This is an optimization exercise on Yosys and OpenROAD, whose aim is small area, not a production implementation. RTL that was checked went through simulation tests only; none was proved equivalent to the original. No functional check of the RTL was part of run 3. Power figures rest on the tool's default switching activity, not on a simulated workload.

==> flow/design.v <==
module fifo (
    input clock,
    input rst_n,
    input [11:0] data,
    input rdreq,
    input wrreq,
    output almost_empty,
    output almost_full,
    output reg [11:0] q
);
  reg [11:0] ring[0:31];
  reg [5:0] count;
  reg [4:0] rd_ptr;   
  reg [4:0] wp;   
  reg [4:0] ph;   
  reg pend;   
  wire do_rd = rdreq && (count != 6'd0);
  wire do_wr = wrreq && (count != 6'd32);
  wire put = pend && (ph == wp);
  integer i;
  always @(posedge clock) begin
    ring[0] <= put ? data : ring[31];
    for (i = 1; i < 32; i = i + 1) ring[i] <= ring[i-1];
    if (ph == rd_ptr) q <= ring[31];
  end
  always @(posedge clock, negedge rst_n) begin
    if (!rst_n) begin
      rd_ptr <= 5'd0;
      wp <= 5'd0;
      ph <= 5'd0;
      pend <= 1'b0;
      count <= 6'd0;
    end else begin
      ph <= ph + 5'd1;
      if (do_rd) rd_ptr <= rd_ptr + 5'd1;
      if (put) wp <= wp + 5'd1;
      if (do_wr) pend <= 1'b1;
      else if (put) pend <= 1'b0;
      if (do_wr && !do_rd) count <= count + 6'd1;
      else if (do_rd && !do_wr) count <= count - 6'd1;
    end
  end
  assign almost_empty = (count < 6'd2);
  assign almost_full = (count >= 6'd30);
endmodule
module rom_data (
    input [7:0] address,
    output [8:0] q
);
  reg [15:0] rom[0:255];
  initial $readmemh("rom_data_sine.hex", rom);
  wire [15:0] word = rom[address];
  assign q = word[8:0];
endmodule
module key_detect (
    input key_n,
    input clk,
    input rst_n,
    output reg press_up
);
  localparam unsigned Idle = 2'b00, WaitDown = 2'b01, Down = 2'b10, WaitUp = 2'b11;
  localparam [16:0] FullCnt = 100_000 - 1;
  reg [1:0] state;
  reg [16:0] cnt;
  reg key_nq1, key_nq2, key_nq3, key_nq4;
  always @(posedge clk) begin
    key_nq1 <= key_n;
    key_nq2 <= key_nq1;
    key_nq3 <= key_nq2;
    key_nq4 <= key_nq3;
  end
  wire p_edge = !key_nq4 && key_nq3;
  wire n_edge = key_nq4 && !key_nq3;
  wire en_cnt = state[0];
  wire cnt_full = ((cnt & FullCnt) == FullCnt);
  always @(posedge clk, negedge rst_n) begin
    if (!rst_n) begin
      state <= Idle;
      press_up <= 1'b0;
    end else begin
      press_up <= 1'b0;
      case (state)
        Idle: if (n_edge) state <= WaitDown;
        WaitDown:
        if (p_edge) state <= Idle;
        else if (cnt_full) state <= Down;
        Down: if (p_edge) state <= WaitUp;
        WaitUp:
        if (n_edge) state <= Down;
        else if (cnt_full) begin
          state <= Idle;
          press_up <= 1'b1;
        end
      endcase
    end
  end
  always @(posedge clk, negedge rst_n) begin
    if (!rst_n) cnt <= 17'd0;
    else if (en_cnt) cnt <= cnt + 17'd1;
    else cnt <= 17'd0;
  end
endmodule
module dac_tlv5618 (
    input clk,
    input rst_n,
    input sending_start,
    output reg sending_done,
    input [8:0] data,
    output dac_cs_n,
    output reg dac_din,
    output reg dac_sclk
);
  reg en;
  reg div;
  reg [5:0] seq;
  reg [8:0] data_q;
  wire tick = en && div;
  wire last = seq[5] && seq[0];   
  assign dac_cs_n = (seq == 6'd0);
  always @(posedge clk) begin
    if (sending_start) data_q <= data;
  end
  always @(posedge clk, negedge rst_n) begin
    if (!rst_n) en <= 1'b0;
    else if (sending_start) en <= 1'b1;
    else if (sending_done) en <= 1'b0;
  end
  always @(posedge clk, negedge rst_n) begin
    if (!rst_n) begin
      div <= 1'b0;
      seq <= 6'd0;
      sending_done <= 1'b0;
      dac_din <= 1'b0;
      dac_sclk <= 1'b0;
    end else begin
      div <= en && !div;
      if (!en) seq <= 6'd0;
      else if (div) seq <= last ? 6'd0 : seq + 6'd1;
      sending_done <= div && last;
      if (tick) begin
        dac_sclk <= ~seq[0] | seq[5];
        if (!seq[0] && !seq[5]) begin
          if (seq[4:1] < 4'd7) dac_din <= 1'b0;
          else dac_din <= data_q[4'd15-seq[4:1]];
        end
      end
    end
  end
endmodule
module test_dac_tlv5618 (
    input clk,
    input rst_n,
    input press_up,
    output dac_cs_n,
    output dac_din,
    output dac_sclk
);
  reg [7:0] rd_addr;
  reg sending_start;
  reg done_q1, done_q2;
  wire sending_done;
  wire [8:0] data;
  rom_data rom_data_dut (
      .address(rd_addr),
      .q(data)
  );
  dac_tlv5618 dac_tlv5618_dut (
      .clk(clk),
      .rst_n(rst_n),
      .sending_start(sending_start),
      .sending_done(sending_done),
      .data(data),
      .dac_cs_n(dac_cs_n),
      .dac_din(dac_din),
      .dac_sclk(dac_sclk)
  );
  always @(posedge clk, negedge rst_n) begin
    if (!rst_n) begin
      rd_addr <= 8'd0;
      sending_start <= 1'b0;
      done_q1 <= 1'b0;
      done_q2 <= 1'b0;
    end else begin
      sending_start <= press_up || sending_done;
      done_q1 <= sending_done;
      done_q2 <= done_q1;
      if (done_q2) rd_addr <= rd_addr + 8'd1;
    end
  end
endmodule
module uart_byte_tx (
    input [7:0] data_byte,
    input rst_n,
    input en_send,
    input clk,
    output reg tx,
    output reg tx_done
);
  localparam [8:0] CntMax = 9'd433;
  reg [8:0] cnt;   
  reg [3:0] cnt_bit;   
  wire cnt_end = ((cnt & CntMax) == CntMax);
  wire last_bit = cnt_bit[3] & cnt_bit[0];
  always @(posedge clk, negedge rst_n) begin
    if (!rst_n) cnt <= 9'd0;
    else if (en_send && !cnt_end) cnt <= cnt + 9'd1;
    else cnt <= 9'd0;
  end
  always @(posedge clk, negedge rst_n) begin
    if (!rst_n) begin
      cnt_bit <= 4'd0;
      tx_done <= 1'b0;
    end else begin
      tx_done <= en_send && cnt_end && last_bit;
      if (!en_send) cnt_bit <= 4'd0;
      else if (cnt_end) cnt_bit <= last_bit ? 4'd0 : cnt_bit + 4'd1;
    end
  end
  always @(posedge clk, negedge rst_n) begin
    if (!rst_n) tx <= 1'b1;
    else if (!en_send) tx <= 1'b1;
    else if (cnt_bit == 4'd0) tx <= 1'b0;
    else if (cnt_bit[3] && cnt_bit[0]) tx <= 1'b1;
    else tx <= data_byte[cnt_bit[2:0]-3'd1];
  end
endmodule
module adc_adc128s022 (
    input clk,
    input rst_n,
    input receiving_start,
    output reg receiving_done,
    output reg [11:0] data,
    output adc_cs_n,
    output adc_sclk,
    output adc_din,
    input adc_dout
);
  reg en;
  reg [7:0] cnt;   
  wire [4:0] seq = cnt[7:3];
  wire tick = en && (cnt[2:0] == 3'd7);
  assign adc_cs_n = ~en;
  assign adc_sclk = ~cnt[3];
  assign adc_din = 1'b0;
  always @(posedge clk, negedge rst_n) begin
    if (!rst_n) en <= 1'b0;
    else if (receiving_start) en <= 1'b1;
    else if (receiving_done) en <= 1'b0;
  end
  always @(posedge clk, negedge rst_n) begin
    if (!rst_n) begin
      cnt <= 8'd0;
      receiving_done <= 1'b0;
    end else begin
      cnt <= en ? cnt + 8'd1 : 8'd0;
      receiving_done <= en && (cnt == 8'hff);
    end
  end
  always @(posedge clk) begin
    if (tick && seq[0] && (seq >= 5'd9)) data <= {data[10:0], adc_dout};
  end
endmodule
module ctrl_fifo2uart (
    input clk,
    input rst_n,
    input start_all,
    output reg fifo_rdreq,
    input [11:0] fifo_data,
    input fifo_almost_full,
    input fifo_almost_empty,
    output reg uart_en_send,
    output [7:0] uart_data,
    input uart_tx_done,
    input adc_receiving_done,
    output reg adc_receiving_start
);
  localparam unsigned Idle = 2'b00, Receiving = 2'b01, Sending = 2'b11;
  reg [1:0] state;
  reg sel_fifo_data;
  reg start;
  always @(posedge clk, negedge rst_n) begin
    if (!rst_n) sel_fifo_data <= 1'b0;
    else if (uart_tx_done) sel_fifo_data <= ~sel_fifo_data;
  end
  assign uart_data = sel_fifo_data ? {4'b0, fifo_data[11:8]} : fifo_data[7:0];
  always @(posedge clk, negedge rst_n) begin
    if (!rst_n) begin
      fifo_rdreq <= 1'b0;
      uart_en_send <= 1'b0;
      adc_receiving_start <= 1'b0;
    end else begin
      fifo_rdreq <= uart_tx_done && sel_fifo_data;
      uart_en_send <= (state == Sending);
      adc_receiving_start <= start_all || start || (state == Receiving && adc_receiving_done);
    end
  end
  always @(posedge clk, negedge rst_n) begin
    if (!rst_n) begin
      state <= Idle;
      start <= 1'b0;
    end else begin
      case (state)
        Idle: if (start_all) state <= Receiving;
        Receiving: begin
          start <= 1'b0;
          if (adc_receiving_done && fifo_almost_full) state <= Sending;
        end
        Sending:
        if (uart_tx_done && fifo_almost_empty) begin
          start <= 1'b1;
          state <= Receiving;
        end
        default: begin
          start <= 1'b0;
          state <= Idle;
        end
      endcase
    end
  end
endmodule
module dac_and_adc_top (
    input clk,
    input rst_n,
    output tx,   
    output adc_cs_n,
    output adc_sclk,
    output adc_din,
    input adc_dout,
    input key_n,   
    output dac_cs_n,
    output dac_din,
    output dac_sclk
);
  wire tx_done;
  wire fifo_rdreq;
  wire [11:0] q;
  wire [7:0] uart_data;
  wire [11:0] adc_data;
  wire almost_empty, almost_full;
  wire uart_en_send;
  wire adc_receiving_start;
  wire adc_receiving_done;
  wire start_all;
  ctrl_fifo2uart ctrl_fifo2uart_dut (
      .clk(clk),
      .rst_n(rst_n),
      .start_all(start_all),
      .fifo_rdreq(fifo_rdreq),
      .fifo_data(q),
      .fifo_almost_full(almost_full),
      .fifo_almost_empty(almost_empty),
      .uart_en_send(uart_en_send),
      .uart_data(uart_data),
      .uart_tx_done(tx_done),
      .adc_receiving_start(adc_receiving_start),
      .adc_receiving_done(adc_receiving_done)
  );
  uart_byte_tx uart_byte_tx_dut (
      .data_byte(uart_data),
      .rst_n(rst_n),
      .en_send(uart_en_send),
      .clk(clk),
      .tx(tx),
      .tx_done(tx_done)
  );
  fifo fifo_dut (
      .clock(clk),
      .rst_n(rst_n),
      .data(adc_data),
      .rdreq(fifo_rdreq),
      .wrreq(adc_receiving_done),
      .almost_empty(almost_empty),
      .almost_full(almost_full),
      .q(q)
  );
  adc_adc128s022 adc_adc128s022_dut (
      .clk(clk),
      .rst_n(rst_n),
      .receiving_start(adc_receiving_start),
      .receiving_done(adc_receiving_done),
      .data(adc_data),
      .adc_cs_n(adc_cs_n),
      .adc_sclk(adc_sclk),
      .adc_din(adc_din),
      .adc_dout(adc_dout)
  );
  key_detect key_detect_dut (
      .key_n(key_n),
      .clk(clk),
      .rst_n(rst_n),
      .press_up(start_all)
  );
  test_dac_tlv5618 test_dac_tlv5618_dut (
      .clk(clk),
      .rst_n(rst_n),
      .press_up(start_all),
      .dac_cs_n(dac_cs_n),
      .dac_din(dac_din),
      .dac_sclk(dac_sclk)
  );
endmodule
==> flow/rom_data_sine.hex <==
0080
0083
0087
008b
008f
0093
0097
009b
009f
00a3
00a6
00aa
00ae
00b1
00b5
00b9
00bc
00c0
00c3
00c6
00c9
00cd
00d0
00d3
00d6
00d9
00db
00de
00e1
00e3
00e6
00e8
00ea
00ec
00ee
00f0
00f2
00f4
00f5
00f7
00f8
00f9
00fb
00fc
00fd
00fd
00fe
00ff
00ff
00ff
00ff
0100
00ff
00ff
00ff
00ff
00fe
00fd
00fd
00fc
00fb
00f9
00f8
00f7
00f5
00f4
00f2
00f0
00ee
00ec
00ea
00e8
00e6
00e3
00e1
00de
00db
00d9
00d6
00d3
00d0
00cd
00c9
00c6
00c3
00c0
00bc
00b9
00b5
00b1
00ae
00aa
00a6
00a3
009f
009b
0097
0093
008f
008b
0087
0083
0080
007c
0078
0074
0070
006c
0068
0064
0060
005c
0059
0055
0051
004e
004a
0046
0043
003f
003c
0039
0036
0032
002f
002c
0029
0026
0024
0021
001e
001c
0019
0017
0015
0013
0011
000f
000d
000b
000a
0008
0007
0006
0004
0003
0002
0002
0001
0000
0000
0000
0000
0000
0000
0000
0000
0000
0001
0002
0002
0003
0004
0006
0007
0008
000a
000b
000d
000f
0011
0013
0015
0017
0019
001c
001e
0021
0024
0026
0029
002c
002f
0032
0036
0039
003c
003f
0043
0046
004a
004e
0051
0055
0059
005c
0060
0064
0068
006c
0070
0074
0078
007c
007f
0083
0087
008b
008f
0093
0097
009b
009f
00a3
00a6
00aa
00ae
00b1
00b5
00b9
00bc
00bf
00c3
00c6
00c9
00cd
00d0
00d3
00d6
00d9
00db
00de
00e1
00e3
00e6
00e8
00ea
00ec
00ee
00f0
00f2
00f4
00f5
00f7
00f8
00f9
00fb
00fc
00fd
00fd
00fe
00ff
00ff
00ff
00ff
0100
==> flow/run.sh <==
#!/bin/bash
# synth_recipe.tcl (not shown) runs the flow's synth.tcl, then flattens the netlist and writes it again
# the make line also repeats each setting of config.mk as NAME=value (left out here)
make -C /OpenROAD-flow-scripts/flow DESIGN_CONFIG=/design/flow/config.mk WORK_HOME=/design/flow/orfs CLKGATE_MAP_FILE= SYNTH_SCRIPT=/design/flow/synth_recipe.tcl finish
==> flow/config.mk <==
export PLATFORM = sky130hd
export DESIGN_NAME = dac_and_adc_top
export DESIGN_NICKNAME = dac_and_adc_top
export VERILOG_FILES = /design/flow/design.v
export SDC_FILE = /design/flow/constraint.sdc
export NUM_CORES = 4
export LEC_CHECK = 0
export CAP_MARGIN = 20
export CORE_MARGIN = 2
export CORE_UTILIZATION = 40
export SLEW_MARGIN = 20
==> flow/constraint.sdc <==
create_clock -name core_clock -period 20.0 [get_ports {clk}]
set_input_delay 4.0000 -clock core_clock [delete_from_list [all_inputs] [get_ports {clk}]]
set_output_delay 4.0000 -clock core_clock [all_outputs]
set_load 0.01 [all_outputs]
==> run notes, run 1 <==
- Status: no timing/DRC/antenna violations
- Worst-Margin Slew: 808 ps
- F_max: 168 MHz
- Initial Utilization: 0.407
- Port bufs: 9
- Core area: 38900 um2
- RSZ-0062 raised after global routing: no
- NetSw: 364 uW
- Int Pwr: 1.55 mW
- Async S/R FF share, synth: 0.186
- Leakage: approximately 7.1 nW
- Path type of the worst setup path: register to primary output
- Power share of the combinational group: 0.003
- Worst-path clk slew: 70 ps
- Die Area: 41200 um2
- CTS max path bufs: 3
- Max VDD drop: 0.0935 mV
- Layout fillers: 3458
- Grt total ovfl: 0
- Worst-Skew Late Latency: 550 ps
- Most common cell after layout, fill and taps aside: dfxtp_1
- Synth Register Bits: 517
- Top FF cell, synth: dfxtp_1
- N_diodes: 0
- Antenna violations before repair: 0
- Tmin final: 5970 ps
- Final setup violation count: 0
- WL/cell: 14.6 um
- CP required: between 15000 and 20000 ps
- Synth cell types: 88
- Die outline width: 203 um
- Switching share of power: 0.190
- P per Cell Area: 107 nW/um2
- Post-layout util: 0.459
- Fin Setup TNS: 0 ps
- Maxcap violations: 0
- Worst-path maximum fanout: 10
- GRT Overall Usage: 0.131
- Number of flops mapped to enable cells by yosys: 33
- Slew Limit Fails: 0
- Avg Cell Area, Syn: 12.7 um2
- NumNets Final: 1291
- First-pass GRT wire length: 44400 um
- Vias post-DR: ~8800
- Drc violations: 0
- Row count: 72
- Commonest cells after routing, fill and taps aside: dfxtp_1 (388), dfrtp_1 (93), nand2_1 (72)
- Syn_nets: 1285
- Clk pwr share: 0.451
- H-Tree Depth: 2
- Cts hold-fix bufs: 0
- Hold Path Stages: 0
- Period Utilization, post-route: 0.298
- Clock Tree Root: clkbuf_16
- Worst-case reg-to-reg path depth: 8
- CP endpoint kind: primary output
- TritonRoute pass-1 iters: 5
- Worst hold path type: register to register
- Clock Skew: about 21 ps
- Remaining antenna violation count: 0
- Layout area overhead: 12.8%
- Routed WL: 26400 um
- Vias per cell: 4.86
- FF+latch area: between 10000 and 15000 um2
- CTS tree: yes
- Total CTS buffers: between 40 and 50
- Hold Fails Final Rpt: 0
- Multi-input logic area: 4290 um2
- Sequential share of power: 0.546
- Share of cells above drive strength 1: 0.0861
- Detailed Place HPWL: 15600 um
- Initial drt markers: around 600
- Die Ht: 203 um
- Warnings, synthesis: 9
- Mapped Cells: ~1200
- Setup bufs post-CTS: 0
- Synth Cell Area: 15800 um2
- Relative slew slack: 0.459
- Setup crit start kind: register
- Number of global-route vias before repair: 8565
- RD Place Congestion: 0.878
- Clock sinks: 517
- I/O pins: 11
- Post_cts resized: 0
- Sequential area share after synthesis: 0.704
- Largest net degree at the start of global routing: 75
- Arr. time, crit path: 1970 ps
## critical path: stages (launching register included)
cell and delay (ps):
dfrtp_1 470, nor4_1 280, and2_1 160, clkdlybuf4s50_1 530
## power groups by stage
| stage | clock network (mW) | logic (mW) | registers (mW) |
|---|---|---|---|
| finish | 0.863 | 0.00611 | 1.04 |
| global route | 0.932 | 0.00745 | 1.04 |
| CTS | 0.891 | 0.00657 | 1.04 |
| detailed placement | 0 | 0.00653 | 1.07 |
| global placement | 0 | 0.00643 | 1.07 |
| floorplan | 0 | 0.00256 | 1.07 |
## sequential cells by signal, indices dropped and copies added, names as in the netlist, 2 cells and up
signal,flops
fifo_dut.count,6
key_detect_dut.cnt,17
adc_adc128s022_dut.cnt,8
fifo_dut.rd_ptr,5
uart_byte_tx_dut.cnt,9
ctrl_fifo2uart_dut.state,2
fifo_dut.wp,5
fifo_dut.ph,5
fifo_dut.ring,384
test_dac_tlv5618_dut.dac_tlv5618_dut.seq,6
fifo_dut.q,12
key_detect_dut.state,2
adc_adc128s022_dut.data,12
uart_byte_tx_dut.cnt_bit,4
test_dac_tlv5618_dut.rd_addr,8
test_dac_tlv5618_dut.dac_tlv5618_dut.data_q,9
## Yosys cell counts (all sizes together), types with 26 or more instances
| master | n | area, um2 |
|---|---|---|
| xnor2 | 39 | 342 |
| dfxtp | 388 | 7770 |
| dfrtp | 95 | 2380 |
| a21oi | 49 | 245 |
| buf | 38 | 215 |
| inv | 26 | 97.6 |
| edfxtp | 33 | 991 |
| o21ai | 52 | 260 |
| ha | 32 | 400 |
| nand2 | 74 | 283 |
| nor2 | 68 | 255 |
| nand3 | 38 | 190 |
| and2 | 27 | 171 |
## cell type report
class	count	share of cell area
well taps	518	0.0363
clock inverters	17	0.0127
clock buffers	65	0.0724
inverters	27	0.00567
repair buffers	17	0.00826
multi-input cells	646	0.240
flip-flops and latches	517	0.625
## metrics by stage
step	std cells	setup slack [ps]	instance area, um2	hold slack, ps	power (mW)
5_1_grt	1807	13930	17900	313	1.98
4_1_cts	1807	13990	17900	312	1.94
6_report	1807	14030	17900	314	1.91
2_1_floorplan	1248	14990	15800	310	1.07
3_3_place_gp	1725	14540	16400	311	1.07
3_5_place_dp	1725	14570	16400	312	1.07
## logic make-up (layout without fill, tap and decap cells)
logic type                 count (synthesis)  after routing  share of synthesized area
AOI/OAI and AO/OA                        208            208                     0.0864
xor gates and xnor gates                  63             63                     0.0348
adders and majority gates                 34             34                     0.0272
buffers and inverters                     85            126                     0.0248
DFF                                      517            517                      0.704
muxes                                     27             27                     0.0223
other                                      1              1                   0.000237
and+or+nand+nor                          313            313                      0.100
## path summary, 6_finish.rpt
path	from	end	slack, ps
worst max-delay path	test_dac_tlv5618_dut.dac_tlv5618_dut.seq[2]	dac_cs_n	14030
worst min-delay path	fifo_dut.ring[18][8]	fifo_dut.ring[19][8]	310
worst max register to register	test_dac_tlv5618_dut.rd_addr[1]	test_dac_tlv5618_dut.dac_tlv5618_dut.data_q[2]	16350
worst min register to register	fifo_dut.ring[18][8]	fifo_dut.ring[19][8]	310
max in group asynchronous	rst_n	test_dac_tlv5618_dut.rd_addr[3]	15390
min in group asynchronous	rst_n	key_detect_dut.cnt[5]	3410
## per-layer routing
| layer | GRT usage | wire, um |
|---|---|---|
| met1 | 0.188 | 13100 |
| met2 | 0.193 | 11100 |
| met3 | 0.0279 | 1460 |
| met4 | 0.0503 | 696 |
| met5 | 0 | 0 |
==> run 2: changes to the inputs <==
--- a/flow/design.v
+++ b/flow/design.v
@@ -6,7 +6,8 @@
     input wrreq,
     output almost_empty,
     output almost_full,
-    output reg [11:0] q
+    output [11:0] tap,
+    output tap_head
 );
   reg [11:0] ring[0:31];
   reg [5:0] count;
@@ -21,7 +22,6 @@
   always @(posedge clock) begin
     ring[0] <= put ? data : ring[31];
     for (i = 1; i < 32; i = i + 1) ring[i] <= ring[i-1];
-    if (ph == rd_ptr) q <= ring[31];
   end
   always @(posedge clock, negedge rst_n) begin
     if (!rst_n) begin
@@ -40,17 +40,77 @@
       else if (do_rd && !do_wr) count <= count - 6'd1;
     end
   end
+  assign tap = ring[31];
+  assign tap_head = (ph == rd_ptr);
   assign almost_empty = (count < 6'd2);
   assign almost_full = (count >= 6'd30);
 endmodule
 module rom_data (
-    input [7:0] address,
-    output [8:0] q
+    input [2:0] h,
+    input [5:0] k,
+    output [8:0] data
 );
-  reg [15:0] rom[0:255];
-  initial $readmemh("rom_data_sine.hex", rom);
-  wire [15:0] word = rom[address];
-  assign q = word[8:0];
+  reg [8:0] q;
+  always @(*) begin
+    case (k)
+      6'd0: q = 9'd128;
+      6'd1: q = 9'd131;
+      6'd2: q = 9'd135;
+      6'd3: q = 9'd139;
+      6'd4: q = 9'd143;
+      6'd5: q = 9'd147;
+      6'd6: q = 9'd151;
+      6'd7: q = 9'd155;
+      6'd8: q = 9'd159;
+      6'd9: q = 9'd163;
+      6'd10: q = 9'd166;
+      6'd11: q = 9'd170;
+      6'd12: q = 9'd174;
+      6'd13: q = 9'd177;
+      6'd14: q = 9'd181;
+      6'd15: q = 9'd185;
+      6'd16: q = 9'd188;
+      6'd17: q = 9'd192;
+      6'd18: q = 9'd195;
+      6'd19: q = 9'd198;
+      6'd20: q = 9'd201;
+      6'd21: q = 9'd205;
+      6'd22: q = 9'd208;
+      6'd23: q = 9'd211;
+      6'd24: q = 9'd214;
+      6'd25: q = 9'd217;
+      6'd26: q = 9'd219;
+      6'd27: q = 9'd222;
+      6'd28: q = 9'd225;
+      6'd29: q = 9'd227;
+      6'd30: q = 9'd230;
+      6'd31: q = 9'd232;
+      6'd32: q = 9'd234;
+      6'd33: q = 9'd236;
+      6'd34: q = 9'd238;
+      6'd35: q = 9'd240;
+      6'd36: q = 9'd242;
+      6'd37: q = 9'd244;
+      6'd38: q = 9'd245;
+      6'd39: q = 9'd247;
+      6'd40: q = 9'd248;
+      6'd41: q = 9'd249;
+      6'd42: q = 9'd251;
+      6'd43: q = 9'd252;
+      6'd44: q = 9'd253;
+      6'd45: q = 9'd253;
+      6'd46: q = 9'd254;
+      6'd47: q = 9'd255;
+      6'd48: q = 9'd255;
+      6'd49: q = 9'd255;
+      6'd50: q = 9'd255;
+      6'd51: q = 9'd256;
+      default: q = 9'd0;
+    endcase
+  end
+  wire inv = h[1];
+  wire [8:0] v = inv ? (q[8] ? 9'd0 : {1'b0, ~q[7:0]}) : q;
+  assign data = (h[2] && k == 6'd17) ? 9'd191 : v;
 endmodule
 module key_detect (
     input key_n,
@@ -59,7 +119,7 @@
     output reg press_up
 );
   localparam unsigned Idle = 2'b00, WaitDown = 2'b01, Down = 2'b10, WaitUp = 2'b11;
-  localparam [16:0] FullCnt = 100_000 - 1;
+  localparam [16:0] FullState = 17'd21611;
   reg [1:0] state;
   reg [16:0] cnt;
   reg key_nq1, key_nq2, key_nq3, key_nq4;
@@ -72,7 +132,7 @@
   wire p_edge = !key_nq4 && key_nq3;
   wire n_edge = key_nq4 && !key_nq3;
   wire en_cnt = state[0];
-  wire cnt_full = ((cnt & FullCnt) == FullCnt);
+  wire cnt_full = (cnt == FullState);
   always @(posedge clk, negedge rst_n) begin
     if (!rst_n) begin
       state <= Idle;
@@ -96,7 +156,7 @@
   end
   always @(posedge clk, negedge rst_n) begin
     if (!rst_n) cnt <= 17'd0;
-    else if (en_cnt) cnt <= cnt + 17'd1;
+    else if (en_cnt) cnt <= {cnt[15:0], ~(cnt[16] ^ cnt[13])};
     else cnt <= 17'd0;
   end
 endmodule
@@ -155,14 +215,16 @@
     output dac_din,
     output dac_sclk
 );
-  reg [7:0] rd_addr;
+  reg [2:0] h;
+  reg [5:0] k;
   reg sending_start;
   reg done_q1, done_q2;
   wire sending_done;
   wire [8:0] data;
   rom_data rom_data_dut (
-      .address(rd_addr),
-      .q(data)
+      .h(h),
+      .k(k),
+      .data(data)
   );
   dac_tlv5618 dac_tlv5618_dut (
       .clk(clk),
@@ -174,9 +236,12 @@
       .dac_din(dac_din),
       .dac_sclk(dac_sclk)
   );
+  wire k_top = k[5] & k[4] & k[1] & k[0];   
+  wire k_bot = (k == 6'd0);
   always @(posedge clk, negedge rst_n) begin
     if (!rst_n) begin
-      rd_addr <= 8'd0;
+      h <= 3'd0;
+      k <= 6'd0;
       sending_start <= 1'b0;
       done_q1 <= 1'b0;
       done_q2 <= 1'b0;
@@ -184,26 +249,47 @@
       sending_start <= press_up || sending_done;
       done_q1 <= sending_done;
       done_q2 <= done_q1;
-      if (done_q2) rd_addr <= rd_addr + 8'd1;
+      if (done_q2) begin
+        if (!h[0]) begin
+          if (!k_top) k <= k + 6'd1;
+          else if (h[2]) begin
+            h <= 3'd0;
+            k <= 6'd0;
+          end else begin
+            h <= h + 3'd1;
+            k <= 6'd50;
+          end
+        end else begin
+          if (!k_bot) k <= k - 6'd1;
+          else begin
+            h <= h + 3'd1;
+            k <= 6'd1;
+          end
+        end
+      end
     end
   end
 endmodule
 module uart_byte_tx (
-    input [7:0] data_byte,
+    input [11:0] tap,
+    input tap_head,
+    input sel_high,
     input rst_n,
     input en_send,
     input clk,
     output reg tx,
     output reg tx_done
 );
-  localparam [8:0] CntMax = 9'd433;
-  reg [8:0] cnt;   
+  localparam [8:0] EndState = 9'd182;
+  reg [8:0] cnt;
   reg [3:0] cnt_bit;   
-  wire cnt_end = ((cnt & CntMax) == CntMax);
+  reg next_bit;
+  wire cnt_end = (cnt == EndState);
   wire last_bit = cnt_bit[3] & cnt_bit[0];
+  wire [7:0] tap_byte = sel_high ? {4'b0, tap[11:8]} : tap[7:0];
   always @(posedge clk, negedge rst_n) begin
     if (!rst_n) cnt <= 9'd0;
-    else if (en_send && !cnt_end) cnt <= cnt + 9'd1;
+    else if (en_send && !cnt_end) cnt <= {cnt[7:0], ~(cnt[8] ^ cnt[4])};
     else cnt <= 9'd0;
   end
   always @(posedge clk, negedge rst_n) begin
@@ -216,12 +302,15 @@
       else if (cnt_end) cnt_bit <= last_bit ? 4'd0 : cnt_bit + 4'd1;
     end
   end
+  always @(posedge clk) begin
+    if (tap_head) next_bit <= tap_byte[cnt_bit[2:0]];
+  end
   always @(posedge clk, negedge rst_n) begin
     if (!rst_n) tx <= 1'b1;
     else if (!en_send) tx <= 1'b1;
     else if (cnt_bit == 4'd0) tx <= 1'b0;
-    else if (cnt_bit[3] && cnt_bit[0]) tx <= 1'b1;
-    else tx <= data_byte[cnt_bit[2:0]-3'd1];
+    else if (last_bit) tx <= 1'b1;
+    else if (cnt == 9'd0) tx <= next_bit;
   end
 endmodule
 module adc_adc128s022 (
@@ -265,24 +354,21 @@
     input rst_n,
     input start_all,
     output reg fifo_rdreq,
-    input [11:0] fifo_data,
     input fifo_almost_full,
     input fifo_almost_empty,
     output reg uart_en_send,
-    output [7:0] uart_data,
+    output reg sel_fifo_data,
     input uart_tx_done,
     input adc_receiving_done,
     output reg adc_receiving_start
 );
   localparam unsigned Idle = 2'b00, Receiving = 2'b01, Sending = 2'b11;
   reg [1:0] state;
-  reg sel_fifo_data;
   reg start;
   always @(posedge clk, negedge rst_n) begin
     if (!rst_n) sel_fifo_data <= 1'b0;
     else if (uart_tx_done) sel_fifo_data <= ~sel_fifo_data;
   end
-  assign uart_data = sel_fifo_data ? {4'b0, fifo_data[11:8]} : fifo_data[7:0];
   always @(posedge clk, negedge rst_n) begin
     if (!rst_n) begin
       fifo_rdreq <= 1'b0;
@@ -333,8 +419,9 @@
 );
   wire tx_done;
   wire fifo_rdreq;
-  wire [11:0] q;
-  wire [7:0] uart_data;
+  wire [11:0] tap;
+  wire tap_head;
+  wire sel_high;
   wire [11:0] adc_data;
   wire almost_empty, almost_full;
   wire uart_en_send;
@@ -346,17 +433,18 @@
       .rst_n(rst_n),
       .start_all(start_all),
       .fifo_rdreq(fifo_rdreq),
-      .fifo_data(q),
       .fifo_almost_full(almost_full),
       .fifo_almost_empty(almost_empty),
       .uart_en_send(uart_en_send),
-      .uart_data(uart_data),
+      .sel_fifo_data(sel_high),
       .uart_tx_done(tx_done),
       .adc_receiving_start(adc_receiving_start),
       .adc_receiving_done(adc_receiving_done)
   );
   uart_byte_tx uart_byte_tx_dut (
-      .data_byte(uart_data),
+      .tap(tap),
+      .tap_head(tap_head),
+      .sel_high(sel_high),
       .rst_n(rst_n),
       .en_send(uart_en_send),
       .clk(clk),
@@ -371,7 +459,8 @@
       .wrreq(adc_receiving_done),
       .almost_empty(almost_empty),
       .almost_full(almost_full),
-      .q(q)
+      .tap(tap),
+      .tap_head(tap_head)
   );
   adc_adc128s022 adc_adc128s022_dut (
       .clk(clk),
removed: flow/rom_data_sine.hex
==> run notes, run 2 <==
- Largest regs: fifo_dut.ring (384), key_detect_dut.cnt (17), adc_adc128s022_dut.data (12)
- Warnings, synthesis: 9
- Core area: 34500 um2
- Worst-case reg-to-reg path depth: 12
- Fin Setup TNS: 0 ps
- Drc violations: 0
- Most common cell in the netlist: dfxtp_1
- Synth Register Bits: ~510
- CP endpoint kind: primary output
- Crit path cell chain: nor4_1, and2_1, clkdlybuf4s50_1
- Bufs and invs on worst path: 1
- TritonRoute pass-1 iters: 4
- CP required: around 16000 ps
- H-Tree Depth: 2
- Largest net degree at the start of global routing: 80
- Biggest area consumer among synthesized cells: dfxtp_1
- Reg2reg start: fifo_dut.count[2]
- Hold Fails Final Rpt: 0
- Layout area overhead: 15.4%
- Status: no timing/DRC/antenna violations
- Syn_nets: 1003
- Slowest cell on crit path: clkdlybuf4s50_1
- Detailed Place HPWL: 10800 um
- Top FF cell, synth: dfxtp_1
- Top Family by Delay on Critical Path: buffers and inverters
- Most common cell after layout, fill and taps aside: dfxtp_1
- Setup crit start kind: register
- Worst-Margin Slew: roughly 890 ps
- Area of placed instances: 14600 um2
- Tmin final: 5970 ps
- Commonest cells after routing, fill and taps aside: dfxtp_1 (388), dfrtp_1 (96), clkbuf_16 (48)
- Arr. time, crit path: 1970 ps
- Initial drt markers: 408
- Synth Cell Area: approximately 14000 um2
- Grt total ovfl: 0
- Die Ht: approximately 190 um
- Port bufs: 9
- Remaining antenna violation count: 0
- I/O pins: 11
- Final setup violation count: 0
- Die Area: roughly 37000 um2
- Synth cell types: 70
- Routed WL: 18700 um
- Clock sinks: between 500 and 600
- P per Cell Area: 118 nW/um2
- Top cell type's share of synthesized area: 0.555
- Hold_sp: fifo_dut.ring[11][4]
- Post_cts resized: 0
- Mapped Cells: 970
- Hold Path Stages: 0
- Vias per cell: 4.47
- Setup bufs post-CTS: 0
- Max VDD drop: 0.0814 mV
- Die outline width: 191 um
- WL/cell: around 13 um
- RSZ-0062 raised after global routing: no
- Async S/R FF share, synth: 0.191
- Cts hold-fix bufs: 0
- F_max: 167 MHz
- RD Place Congestion: 0.790
- Slew Limit Fails: 0
- Antenna violations before repair: 0
- Largest register FFs: 384
- Avg Cell Area, Syn: 14.4 um2
- Reg2reg end: fifo_dut.count[5]
- Vias post-DR: ~6700
- Synth top area cells: dfxtp_1 (55%), dfrtp_1 (17%), edfxtp_1 (4.7%)
- Path type of the worst setup path: register to primary output
- Worst Hold End: fifo_dut.ring[12][4]
- Setup slack after placement: 14570 ps
- Worst-path clk slew: ~60 ps
- NumNets Final: 1037
- First-pass GRT wire length: 32000 um
- N_diodes: 0
- Maxcap violations: 0
- Number of flops mapped to enable cells by yosys: 22
- CTS tree: yes
- GRT Overall Usage: 0.107
- R2r setup slk: 16990 ps
- Worst-Skew Late Latency: between 500 and 600 ps
- Largest reg by FF count: fifo_dut.ring
- Initial Utilization: 0.405
- Sequential area share after synthesis: 0.776
- Clock Skew: 29.3 ps
- Slack of the critical path: roughly 14000 ps
- Number of global-route vias before repair: 6355
- List of most frequent post-synthesis cells: dfxtp_1 (388), dfrtp_1 (96), nand2_1 (43)
- Relative slew slack: 0.409
- Worst-path maximum fanout: 11
- CTS max path bufs: 3
- Row count: 68
- Leakage: 6.75 nW
- Largest stage delay, worst path: 520 ps
- Final non-filler cell area: 16200 um2
- Share of cells above drive strength 1: 0.110
- Worst hold path type: register to register
- Period Utilization, post-route: 0.299
- Clock Tree Root: clkbuf_16
- Total CTS buffers: 46
-- run 2: cell count changes in the layout (fill, tap and decap cells not counted), moves of 9 or more --
cell	delta
nor2_1	-41
nand2_1	-29
a21oi_1	-27
nand3_1	-22
xnor2_1	-19
nor2b_1	-13
edfxtp_1	-11
mux2_2	+11
a31oi_1	-9
and2_1	+9
mux2_1	-9
-- run 2: layer usage --
layer | share of wire | vias to the layer above | GRT usage
met5 | 0 | - | 0
met4 | 0.027 | 0 | 0.0426
met3 | 0.040 | 38 | 0.0250
met2 | 0.40 | 108 | 0.145
met1 | 0.53 | 3184 | 0.164
li1 | - | 3351 | -
-- run 2: power by group --
part / switching, mW / leakage [nW] / internal, mW
registers: 0.00129 / 4.64 / 1.02
logic: 0.00456 / 1.34 / 0.00207
clock network: 0.359 / 0.765 / 0.516
-- run 2: through the flow --
| stage | cells | utilization | hold WS [ps] | power [mW] |
|---|---|---|---|---|
| 2_1_floorplan | 970 | - | 310 | 1.04 |
| 3_3_place_gp | 1410 | 0.421 | 310 | 1.05 |
| 3_5_place_dp | 1410 | 0.421 | 312 | 1.05 |
| 4_1_cts | 1494 | 0.467 | 305 | 1.93 |
| 5_1_grt | 1495 | 0.468 | 305 | 1.97 |
| 6_report | 1495 | 0.468 | 307 | 1.90 |
-- run 2: worst register-to-register path, cell delays in order, from the launching register on --
cell,delay (ps)
dfrtp_1,430
nor3_1,260
nand2_1,140
o31a_1,320
inv_1,130
ha_1,240
inv_1,130
ha_1,340
a211oi_1,220
a21oi_1,110
or3_1,310
a21oi_1,190
xnor2_1,130
-- run 2: how the worst max path moves through the flow --
stage | startpoint | to | slack (ps) | depth (start not counted)
3_3_place_gp | test_dac_tlv5618_dut.dac_tlv5618_dut.seq[2] | dac_cs_n | 14590 | 3
5_1_grt | test_dac_tlv5618_dut.dac_tlv5618_dut.seq[2] | dac_cs_n | 13930 | 3
6_report | test_dac_tlv5618_dut.dac_tlv5618_dut.seq[2] | dac_cs_n | 14030 | 3
3_5_place_dp | test_dac_tlv5618_dut.dac_tlv5618_dut.seq[2] | dac_cs_n | 14570 | 3
4_1_cts | test_dac_tlv5618_dut.dac_tlv5618_dut.seq[2] | dac_cs_n | 14010 | 3
2_1_floorplan | test_dac_tlv5618_dut.dac_tlv5618_dut.seq[0] | dac_cs_n | 14990 | 4
-- run 2: logic make-up (layout without fill, tap and decap cells) --
logic type / after synthesis / count (layout) / share of synthesized area
compound gates: 118 / 118 / 0.0547
xor+xnor: 36 / 36 / 0.0225
fa+ha+maj: 29 / 29 / 0.0265
buf+inv: 50 / 120 / 0.0144
flops: 507 / 507 / 0.776
mux: 34 / 34 / 0.0304
other cells: 1 / 1 / 0.000268
simple gates: 195 / 195 / 0.0757
-- run 2: final cells by class --
class	instances	area (um2)
tap	455	569
sequential	507	10900
clock buffer	67	1360
fill	3096	18400
multi-input combinational	413	2940
clock inverter	17	206
inverter	25	93.8
timing repair buffer	11	123
==> run 3: changes to the inputs <==
--- a/flow/design.v
+++ b/flow/design.v
@@ -154,9 +154,8 @@
       endcase
     end
   end
-  always @(posedge clk, negedge rst_n) begin
-    if (!rst_n) cnt <= 17'd0;
-    else if (en_cnt) cnt <= {cnt[15:0], ~(cnt[16] ^ cnt[13])};
+  always @(posedge clk) begin
+    if (en_cnt) cnt <= {cnt[15:0], ~(cnt[16] ^ cnt[13])};
     else cnt <= 17'd0;
   end
 endmodule
@@ -179,6 +178,7 @@
   assign dac_cs_n = (seq == 6'd0);
   always @(posedge clk) begin
     if (sending_start) data_q <= data;
+    div <= en && !div;
   end
   always @(posedge clk, negedge rst_n) begin
     if (!rst_n) en <= 1'b0;
@@ -187,13 +187,11 @@
   end
   always @(posedge clk, negedge rst_n) begin
     if (!rst_n) begin
-      div <= 1'b0;
       seq <= 6'd0;
       sending_done <= 1'b0;
       dac_din <= 1'b0;
       dac_sclk <= 1'b0;
     end else begin
-      div <= en && !div;
       if (!en) seq <= 6'd0;
       else if (div) seq <= last ? 6'd0 : seq + 6'd1;
       sending_done <= div && last;
@@ -216,7 +214,9 @@
     output dac_sclk
 );
   reg [2:0] h;
-  reg [5:0] k;
+  reg [5:0] c;
+  wire down = h[0];
+  wire [5:0] k = c ^ {6{down}};
   reg sending_start;
   reg done_q1, done_q2;
   wire sending_done;
@@ -236,12 +236,11 @@
       .dac_din(dac_din),
       .dac_sclk(dac_sclk)
   );
-  wire k_top = k[5] & k[4] & k[1] & k[0];   
-  wire k_bot = (k == 6'd0);
+  wire c_end = c[5] & c[4] & c[1] & c[0] & (!down | (c[3] & c[2]));
   always @(posedge clk, negedge rst_n) begin
     if (!rst_n) begin
       h <= 3'd0;
-      k <= 6'd0;
+      c <= 6'd0;
       sending_start <= 1'b0;
       done_q1 <= 1'b0;
       done_q2 <= 1'b0;
@@ -250,21 +249,13 @@
       done_q1 <= sending_done;
       done_q2 <= done_q1;
       if (done_q2) begin
-        if (!h[0]) begin
-          if (!k_top) k <= k + 6'd1;
-          else if (h[2]) begin
-            h <= 3'd0;
-            k <= 6'd0;
-          end else begin
-            h <= h + 3'd1;
-            k <= 6'd50;
-          end
+        if (!c_end) c <= c + 6'd1;
+        else if (h[2]) begin
+          h <= 3'd0;
+          c <= 6'd0;
         end else begin
-          if (!k_bot) k <= k - 6'd1;
-          else begin
-            h <= h + 3'd1;
-            k <= 6'd1;
-          end
+          h <= h + 3'd1;
+          c <= down ? 6'd1 : 6'd13;
         end
       end
     end
@@ -287,20 +278,15 @@
   wire cnt_end = (cnt == EndState);
   wire last_bit = cnt_bit[3] & cnt_bit[0];
   wire [7:0] tap_byte = sel_high ? {4'b0, tap[11:8]} : tap[7:0];
-  always @(posedge clk, negedge rst_n) begin
-    if (!rst_n) cnt <= 9'd0;
-    else if (en_send && !cnt_end) cnt <= {cnt[7:0], ~(cnt[8] ^ cnt[4])};
+  always @(posedge clk) begin
+    if (en_send && !cnt_end) cnt <= {cnt[7:0], ~(cnt[8] ^ cnt[4])};
     else cnt <= 9'd0;
+    if (!en_send) cnt_bit <= 4'd0;
+    else if (cnt_end) cnt_bit <= last_bit ? 4'd0 : cnt_bit + 4'd1;
   end
   always @(posedge clk, negedge rst_n) begin
-    if (!rst_n) begin
-      cnt_bit <= 4'd0;
-      tx_done <= 1'b0;
-    end else begin
-      tx_done <= en_send && cnt_end && last_bit;
-      if (!en_send) cnt_bit <= 4'd0;
-      else if (cnt_end) cnt_bit <= last_bit ? 4'd0 : cnt_bit + 4'd1;
-    end
+    if (!rst_n) tx_done <= 1'b0;
+    else tx_done <= en_send && cnt_end && last_bit;
   end
   always @(posedge clk) begin
     if (tap_head) next_bit <= tap_byte[cnt_bit[2:0]];
@@ -325,7 +311,10 @@
     input adc_dout
 );
   reg en;
-  reg [7:0] cnt;   
+  reg [3:0] seq_hi;
+  reg seq_lo;
+  reg [2:0] div;
+  wire [7:0] cnt = {seq_hi, seq_lo, div};
   wire [4:0] seq = cnt[7:3];
   wire tick = en && (cnt[2:0] == 3'd7);
   assign adc_cs_n = ~en;
@@ -336,16 +325,21 @@
     else if (receiving_start) en <= 1'b1;
     else if (receiving_done) en <= 1'b0;
   end
+  wire [7:0] cnt_next = en ? cnt + 8'd1 : 8'd0;
   always @(posedge clk, negedge rst_n) begin
     if (!rst_n) begin
-      cnt <= 8'd0;
+      seq_lo <= 1'b0;
       receiving_done <= 1'b0;
     end else begin
-      cnt <= en ? cnt + 8'd1 : 8'd0;
+      seq_lo <= cnt_next[3];
       receiving_done <= en && (cnt == 8'hff);
     end
   end
   always @(posedge clk) begin
+    seq_hi <= cnt_next[7:4];
+    div <= cnt_next[2:0];
+  end
+  always @(posedge clk) begin
     if (tick && seq[0] && (seq >= 5'd9)) data <= {data[10:0], adc_dout};
   end
 endmodule
==> flow/flow/run.sh (new file) <==
#!/bin/bash
# The standard layout (the standard.sh: standard synthesis, floorplan,
# placement, routing), with a smaller clock tree: clkbuf_8 buffers only,
# sink clusters of up to 20 flip-flops within 50 um, and no dummy loads.
set -euo pipefail
export CTS_ARGS="-sink_clustering_enable -repair_clock_nets -dont_use_dummy_load -buf_list {sky130_fd_sc_hd__clkbuf_8} -sink_clustering_size 20 -sink_clustering_max_diameter 50"
bash standard.sh > standard.log 2>&1
==> flow/standard.sh (new file) <==
#!/bin/bash
# synth_recipe.tcl (not shown) runs the flow's synth.tcl, then flattens the netlist and writes it again
# the make line also repeats each setting of config.mk as NAME=value (left out here)
make -C /OpenROAD-flow-scripts/flow DESIGN_CONFIG=/design/flow/config.mk WORK_HOME=/design/flow/orfs CLKGATE_MAP_FILE= SYNTH_SCRIPT=/design/flow/synth_recipe.tcl "${@:-finish}"
--- a/flow/config.mk
+++ b/flow/config.mk
@@ -7,5 +7,6 @@
 export LEC_CHECK = 0
 export CAP_MARGIN = 20
 export CORE_MARGIN = 2
-export CORE_UTILIZATION = 40
+export CORE_UTILIZATION = 70
+export PLACE_DENSITY = 0.75
 export SLEW_MARGIN = 20
removed: flow/run.sh
==> run notes, run 3 <==
- Relative slew slack: 0.454
- Met2 routed WL: 9110 um
- Total CTS buffers: 31
- Drc violations: 0
- Biggest area consumer among synthesized cells: dfxtp_1
- Most common cell in the netlist: dfxtp_1
- Port bufs: 9
- Met3 wire len: 919 um
- Largest family of logic cells by synthesized area: simple AND/OR/NAND/NOR gates
- Async S/R FF share, synth: 0.116
- Antenna violations before repair: 0
- Number of global-route vias before repair: 6981
- NumNets Final: 1075
- Final non-filler cell area: 14900 um2
- Largest regs: fifo_dut.ring (384), key_detect_dut.cnt (17), adc_adc128s022_dut.data (12)
- Post-synthesis simple-gate area fraction: 0.0837
- Cts hold-fix bufs: 0
- Max VDD drop: 0.0938 mV
- Mux contribution to synthesized area: 0.0292
- Most common cell after layout, fill and taps aside: dfxtp_1
- Fin Setup TNS: 0 ps
- Layout area overhead: 4.50%
- Setup bufs post-CTS: 0
- Detailed Place HPWL: approximately 13000 um
- First-pass GRT wire length: 34700 um
- Largest net degree at the start of global routing: 60
- Synth Register Bits: approximately 510
- WL/cell: 15.5 um
- Core area: 20100 um2
- Remaining antenna violation count: 0
- Setup slack after placement: 14600 ps
- Slack of the critical path: 14020 ps
- Commonest cells after routing, fill and taps aside: dfxtp_1 (426), dfrtp_1 (58), nand2_1 (45)
- Worst-Skew Late Latency: between 500 and 600 ps
- Status: no timing/DRC/antenna violations
- N_diodes: 0
- Vias per cell: between 5 and 6
- Mapped Cells: 1041
- Leakage: 6.10 nW
- I/O pins: 11
- Maxcap violations: 0
- Synth cell types: 80
- Warnings, synthesis: 9
- Worst-Margin Slew: 819 ps
- Initial drt markers: 348
- Period Utilization, post-route: 0.299
- Synth Cell Area: approximately 14000 um2
- Number of flops mapped to enable cells by yosys: 22
- Row count: 52
- Worst-path maximum fanout: 10
- Arr. time, crit path: 1980 ps
- Post-layout util: 0.741
- Post_cts resized: 0
- Grt total ovfl: 0
- Die outline width: 147 um
- Wl on met1: 10000 um
- Synth top area cells: dfxtp_1 (60%), dfrtp_1 (10%), edfxtp_1 (4.6%)
- Worst hold path type: register to register
- Area of placed instances: 14500 um2
- Top Metal Used: met4
- Share of cells above drive strength 1: 0.0707
- Vias post-DR: 7025
- RD Place Congestion: 0.908
- Worst-path clk slew: 100 ps
- CP required: 16000 ps
- CTS max path bufs: 3
- Clock sinks: 507
- Avg Cell Area, Syn: 13.7 um2
- Path type of the worst setup path: register to primary output
- Post-Synth XOR/XNOR Area: 0.0227
- Die Area: 21500 um2
- Slew Limit Fails: 0
- Largest register FFs: 384
- Clock Tree Root: clkbuf_8
- P per Cell Area: 95.9 nW/um2
- Top cell type's share of synthesized area: 0.598
- RSZ-0062 raised after global routing: no
- WHS: between 200 and 300 ps
- Synth Area in Adders: 0.0207
- Sequential area share after synthesis: 0.748
- Final setup violation count: 0
- Clock Skew: 43.4 ps
- List of most frequent post-synthesis cells: dfxtp_1 (426), dfrtp_1 (58), nand2_1 (45)
- CP endpoint kind: primary output
- H-Tree Depth: 1
- Top FF cell, synth: dfxtp_1
- Initial Utilization: 0.709
- Syn_nets: 1068
- Setup crit start kind: register
- GRT Overall Usage: 0.197
- Tmin final: 5980 ps
- Die Ht: 147 um
- Routed WL: 20400 um
- TritonRoute pass-1 iters: 5
- Compound-cell area share of the yosys netlist: 0.0708
- F_max: roughly 170 MHz
- Hold Fails Final Rpt: 0
- Largest reg by FF count: fifo_dut.ring
- CTS tree: yes
run 3: changes by cell type after synthesis, sizes merged, moves of 5 or more:
| cell | before | now |
|---|---|---|
| nand3 | 16 | 23 |
| dfxtp | 388 | 426 |
| nor2 | 27 | 36 |
| ha | 28 | 22 |
| o21ai | 37 | 51 |
| dfrtp | 96 | 58 |
| nand2b | 7 | 13 |
| buf | 9 | 24 |
| and3 | 10 | 17 |
| inv | 23 | 28 |
run 3: kinds of logic (layout without fill, tap and decap cells):
logic type / Yosys count / count (layout)
mux: 32 / 32
xor+xnor: 37 / 37
simple gates: 221 / 221
flops: 507 / 507
buf+inv: 68 / 73
fa+ha+maj: 23 / 23
compound gates: 152 / 152
other cells: 1 / 1
run 3: path summary, 6_finish.rpt:
check	from	endpoint	slack [ps]	cells after the start
max	test_dac_tlv5618_dut.dac_tlv5618_dut.seq[0]	dac_cs_n	14020	4
min	fifo_dut.ring[17][11]	fifo_dut.ring[18][11]	300	0
max reg2reg	test_dac_tlv5618_dut.h[0]	test_dac_tlv5618_dut.dac_tlv5618_dut.data_q[3]	16700	9
min reg2reg	fifo_dut.ring[17][11]	fifo_dut.ring[18][11]	300	0
max in group asynchronous	rst_n	test_dac_tlv5618_dut.c[3]	15890	2
min in group asynchronous	rst_n	fifo_dut.wp[1]	3580	2
run 3: critical path: stages (launching register included):
cell and delay [ps]:
dfrtp_1 520, inv_1 110, ha_1 200, and2_1 120
clkdlybuf4s50_1 470
run 3: routing by layer:
| layer | track usage | up-vias |
|---|---|---|
| met2 | 0.313 | 138 |
| met4 | 0.0510 | 0 |
| met1 | 0.291 | 3354 |
| met3 | 0.0289 | 29 |
| li1 | - | 3504 |
| met5 | 0 | - |
run 3: final cells by class:
class / count / area [um2]
Sequential cell: 507 / 10700
Fill cell: 1240 / 5210
Multi-Input combinational cell: 466 / 3240
Clock buffer: 31 / 427
Tap cell: 270 / 338
Timing Repair Buffer: 13 / 115
Inverter: 29 / 109
run 3: power by group:
part	internal [mW]	switching, mW	leakage (nW)
sequential	1.02	0.00154	4.42
clock	0.139	0.265	0.223
combinational	0.00150	0.00288	1.45
total	1.16	0.269	6.10
run 3: stage by stage:
step,total power [mW],instances
CTS,1.44,1316
global placement,1.05,1285
finish,1.43,1316
global route,1.48,1316
floorplan,1.04,1041
detailed placement,1.05,1285
==> run 4: changes to the inputs <==
--- a/flow/design.v
+++ b/flow/design.v
@@ -172,12 +172,10 @@
   reg en;
   reg div;
   reg [5:0] seq;
-  reg [8:0] data_q;
   wire tick = en && div;
   wire last = seq[5] && seq[0];   
   assign dac_cs_n = (seq == 6'd0);
   always @(posedge clk) begin
-    if (sending_start) data_q <= data;
     div <= en && !div;
   end
   always @(posedge clk, negedge rst_n) begin
@@ -199,7 +197,7 @@
         dac_sclk <= ~seq[0] | seq[5];
         if (!seq[0] && !seq[5]) begin
           if (seq[4:1] < 4'd7) dac_din <= 1'b0;
-          else dac_din <= data_q[4'd15-seq[4:1]];
+          else dac_din <= data[4'd15-seq[4:1]];
         end
       end
     end
@@ -215,12 +213,13 @@
 );
   reg [2:0] h;
   reg [5:0] c;
-  wire down = h[0];
-  wire [5:0] k = c ^ {6{down}};
+  reg ahead;
   reg sending_start;
   reg done_q1, done_q2;
   wire sending_done;
   wire [8:0] data;
+  wire down = h[0];
+  wire [5:0] k = c ^ {6{down}};
   rom_data rom_data_dut (
       .h(h),
       .k(k),
@@ -241,14 +240,16 @@
     if (!rst_n) begin
       h <= 3'd0;
       c <= 6'd0;
+      ahead <= 1'b0;
       sending_start <= 1'b0;
       done_q1 <= 1'b0;
       done_q2 <= 1'b0;
     end else begin
       sending_start <= press_up || sending_done;
       done_q1 <= sending_done;
-      done_q2 <= done_q1;
-      if (done_q2) begin
+      done_q2 <= done_q1;   
+      ahead <= done_q2 || (ahead && !sending_start);
+      if (sending_start && ahead) begin
         if (!c_end) c <= c + 6'd1;
         else if (h[2]) begin
           h <= 3'd0;
--- a/flow/config.mk
+++ b/flow/config.mk
@@ -5,6 +5,7 @@
 export SDC_FILE = /design/flow/constraint.sdc
 export NUM_CORES = 4
 export LEC_CHECK = 0
+export ABC_AREA = 1
 export CAP_MARGIN = 20
 export CORE_MARGIN = 2
 export CORE_UTILIZATION = 70
==> run notes, run 4 <==
- Slew Limit Fails: 0
- Synth top area cells: dfxtp_1 (63%), dfrtp_1 (11%), nand2_1 (4.9%)
- Sequential area share after synthesis: 0.765
- Largest net degree at the start of global routing: 61
- Worst-path clk slew: 110 ps
- Arr. time, crit path: between 2000 and 2500 ps
- Worst-Margin Slew: 791 ps
- Row count: between 50 and 60
- Setup crit start kind: register
- Syn_nets: 1168
- Vias per cell: 4.92
- Synth Cell Area: 13600 um2
- Path type of the worst setup path: register to primary output
- CP required: 16000 ps
- Largest regs: fifo_dut.ring (384), key_detect_dut.cnt (17), adc_adc128s022_dut.data (12)
- CP endpoint kind: primary output
- Top cell type's share of synthesized area: 0.626
- Most common cell in the netlist: dfxtp_1
- Remaining antenna violation count: 0
- Post_cts resized: 0
- Die Area: 20600 um2
- Hold Fails Final Rpt: 0
- Mapped Cells: around 1100
- Leakage: approximately 6.4 nW
- Setup bufs post-CTS: 0
- Initial Utilization: 0.707
- Core area: 19300 um2
- P per Cell Area: 101 nW/um2
- Worst-Skew Late Latency: 550 ps
- Number of flops mapped to enable cells by yosys: 13
- RD Place Congestion: 0.836
- Maxcap violations: 0
- Avg Cell Area, Syn: 12.0 um2
- RSZ-0062 raised after global routing: no
- I/O pins: 11
- Die outline width: about 140 um
- Clock sinks: 499
- Layout area overhead: 6.00%
- Async S/R FF share, synth: 0.120
- CTS tree: yes
- Largest register FFs: 384
- Synth Register Bits: 499
- TritonRoute pass-1 iters: 5
- Die Ht: 144 um
- Top FF cell, synth: dfxtp_1
- Fin Setup TNS: 0 ps
- Number of global-route vias before repair: roughly 6900
- H-Tree Depth: 2
- Share of cells above drive strength 1: 0.0589
- Biggest area consumer among synthesized cells: dfxtp_1
- Worst-path maximum fanout: 7
- Drc violations: 0
- NumNets Final: between 1000 and 1500
- CTS max path bufs: 3
- Final setup violation count: 0
- Vias post-DR: 7068
- Cts hold-fix bufs: 0
- Commonest cells after routing, fill and taps aside: dfxtp_1 (426), nand2_1 (177), inv_1 (113)
- Period Utilization, post-route: 0.304
- Status: no timing/DRC/antenna violations
- Initial drt markers: ~430
- Max VDD drop: 0.0905 mV
- Antenna violations before repair: 0
- F_max: between 150 and 200 MHz
- Top Metal Used: met4
- Routed WL: 18700 um
- Relative slew slack: 0.473
- Clock Skew: around 61 ps
- Wl on met1: 9300 um
- WL/cell: 13.0 um
- Grt total ovfl: 0
- Tmin final: 6070 ps
- Port bufs: 9
- Total CTS buffers: 35
- Met3 wire len: ~600 um
- Met2 routed WL: 8330 um
- First-pass GRT wire length: 32300 um
- N_diodes: 0
- WHS: 279 ps
- GRT Overall Usage: 0.195
- Largest reg by FF count: fifo_dut.ring
- Synth cell types: 43
- Worst hold path type: register to register
- Most common cell after layout, fill and taps aside: dfxtp_1
- Pwr Total: roughly 1.5 mW
- Clock Tree Root: clkbuf_8
- Detailed Place HPWL: 12000 um
- Warnings, synthesis: 9
- List of most frequent post-synthesis cells: dfxtp_1 (426), nand2_1 (177), inv_1 (113)
run 4: area by class of cell:
class                      instances  area, um2
clock buffer                      35        482
fill                            1284       4830
inverter                         121        459
multi-input combinational        505       2650
sequential                       499      10400
tap                              265        332
timing repair buffer              11        100
run 4: per-stage QoR:
step / worst slack [ps] / instances / utilization / instance area (um2)
finish: 13930 / 1436 / 0.749 / 14400
global route: 13780 / 1436 / 0.749 / 14400
CTS: 13910 / 1436 / 0.749 / 14400
detailed placement: 14440 / 1401 / 0.724 / 14000
global placement: 14440 / 1401 / 0.724 / 14000
floorplan: 14950 / 1140 / - / 13600
run 4: kinds of logic (layout without fill, tap and decap cells):
family                   count (synthesis)  count (layout)  share of synthesized area
other                                    1               1                   0.000275
XOR/XNOR                                23              23                     0.0148
adder cells (fa/ha/maj)                 24              24                     0.0226
AO/OA/AOI/OAI                           90              90                     0.0357
buffers and inverters                  136             167                     0.0408
flip-flops                             499             499                      0.765
AND/OR/NAND/NOR                        367             367                      0.121
run 4: critical path: stages (launching register included):
cell	delay (ps)
dfrtp_1	450
inv_1	190
ha_1	180
nand3_1	80
nor3_1	140
clkdlybuf4s50_1	560
run 4: worst paths after layout:
check	slack (ps)	start	end	cells after the start
max in group asynchronous	15770	rst_n	test_dac_tlv5618_dut.dac_tlv5618_dut.dac_sclk	2
min reg2reg	280	fifo_dut.ring[27][9]	fifo_dut.ring[28][9]	0
min	280	fifo_dut.ring[27][9]	fifo_dut.ring[28][9]	0
max	13930	test_dac_tlv5618_dut.dac_tlv5618_dut.seq[1]	dac_cs_n	5
min in group asynchronous	3640	rst_n	fifo_dut.ph[1]	2
max reg2reg	17020	fifo_dut.count[2]	fifo_dut.count[5]	17
run 4: where the power goes:
group / switching (mW) / internal (mW)
logic: 0.0106 / 0.00654
clock network: 0.266 / 0.158
registers: 0.00904 / 1.01
run 4: metal layers:
metal,track usage,vias to the layer above
li1,-,3656
met1,0.285,3270
met2,0.301,104
met3,0.0340,38
met4,0.0604,0
met5,0,-

==> separate check: timing with driven ports <==
Ports are ideal in the flow. The routed layouts listed here were re-timed in OpenROAD. Step 1, drivers: a clkbuf_16 drives clk and a buf_2 each remaining input, both assumed. Step 2 also shifts input and output timing later by t, the mid clock arrival at the registers, as if the neighbouring blocks saw the same clock. Slacks: ideal / step 1 / step 2; pairs: ideal / step 1.
run | shift t [ns] | setup slack, ns | worst hold slack (ns) | clock arrival spread, ns
run 1 | 0.590 | 14.032 / 13.983 / 14.573 | 0.314 / 0.314 / 0.314 | 0.024 / 0.024
run 2 | 0.580 | 14.027 / 13.982 / 14.562 | 0.307 / 0.307 / 0.307 | 0.030 / 0.030
run 3 | 0.606 | 14.021 / 13.975 / 14.581 | 0.297 / 0.297 / 0.297 | 0.044 / 0.044
run 4 | 0.544 | 13.928 / 13.888 / 14.433 | 0.279 / 0.279 / 0.279 | 0.095 / 0.095
After both steps every run listed still meets setup and hold.
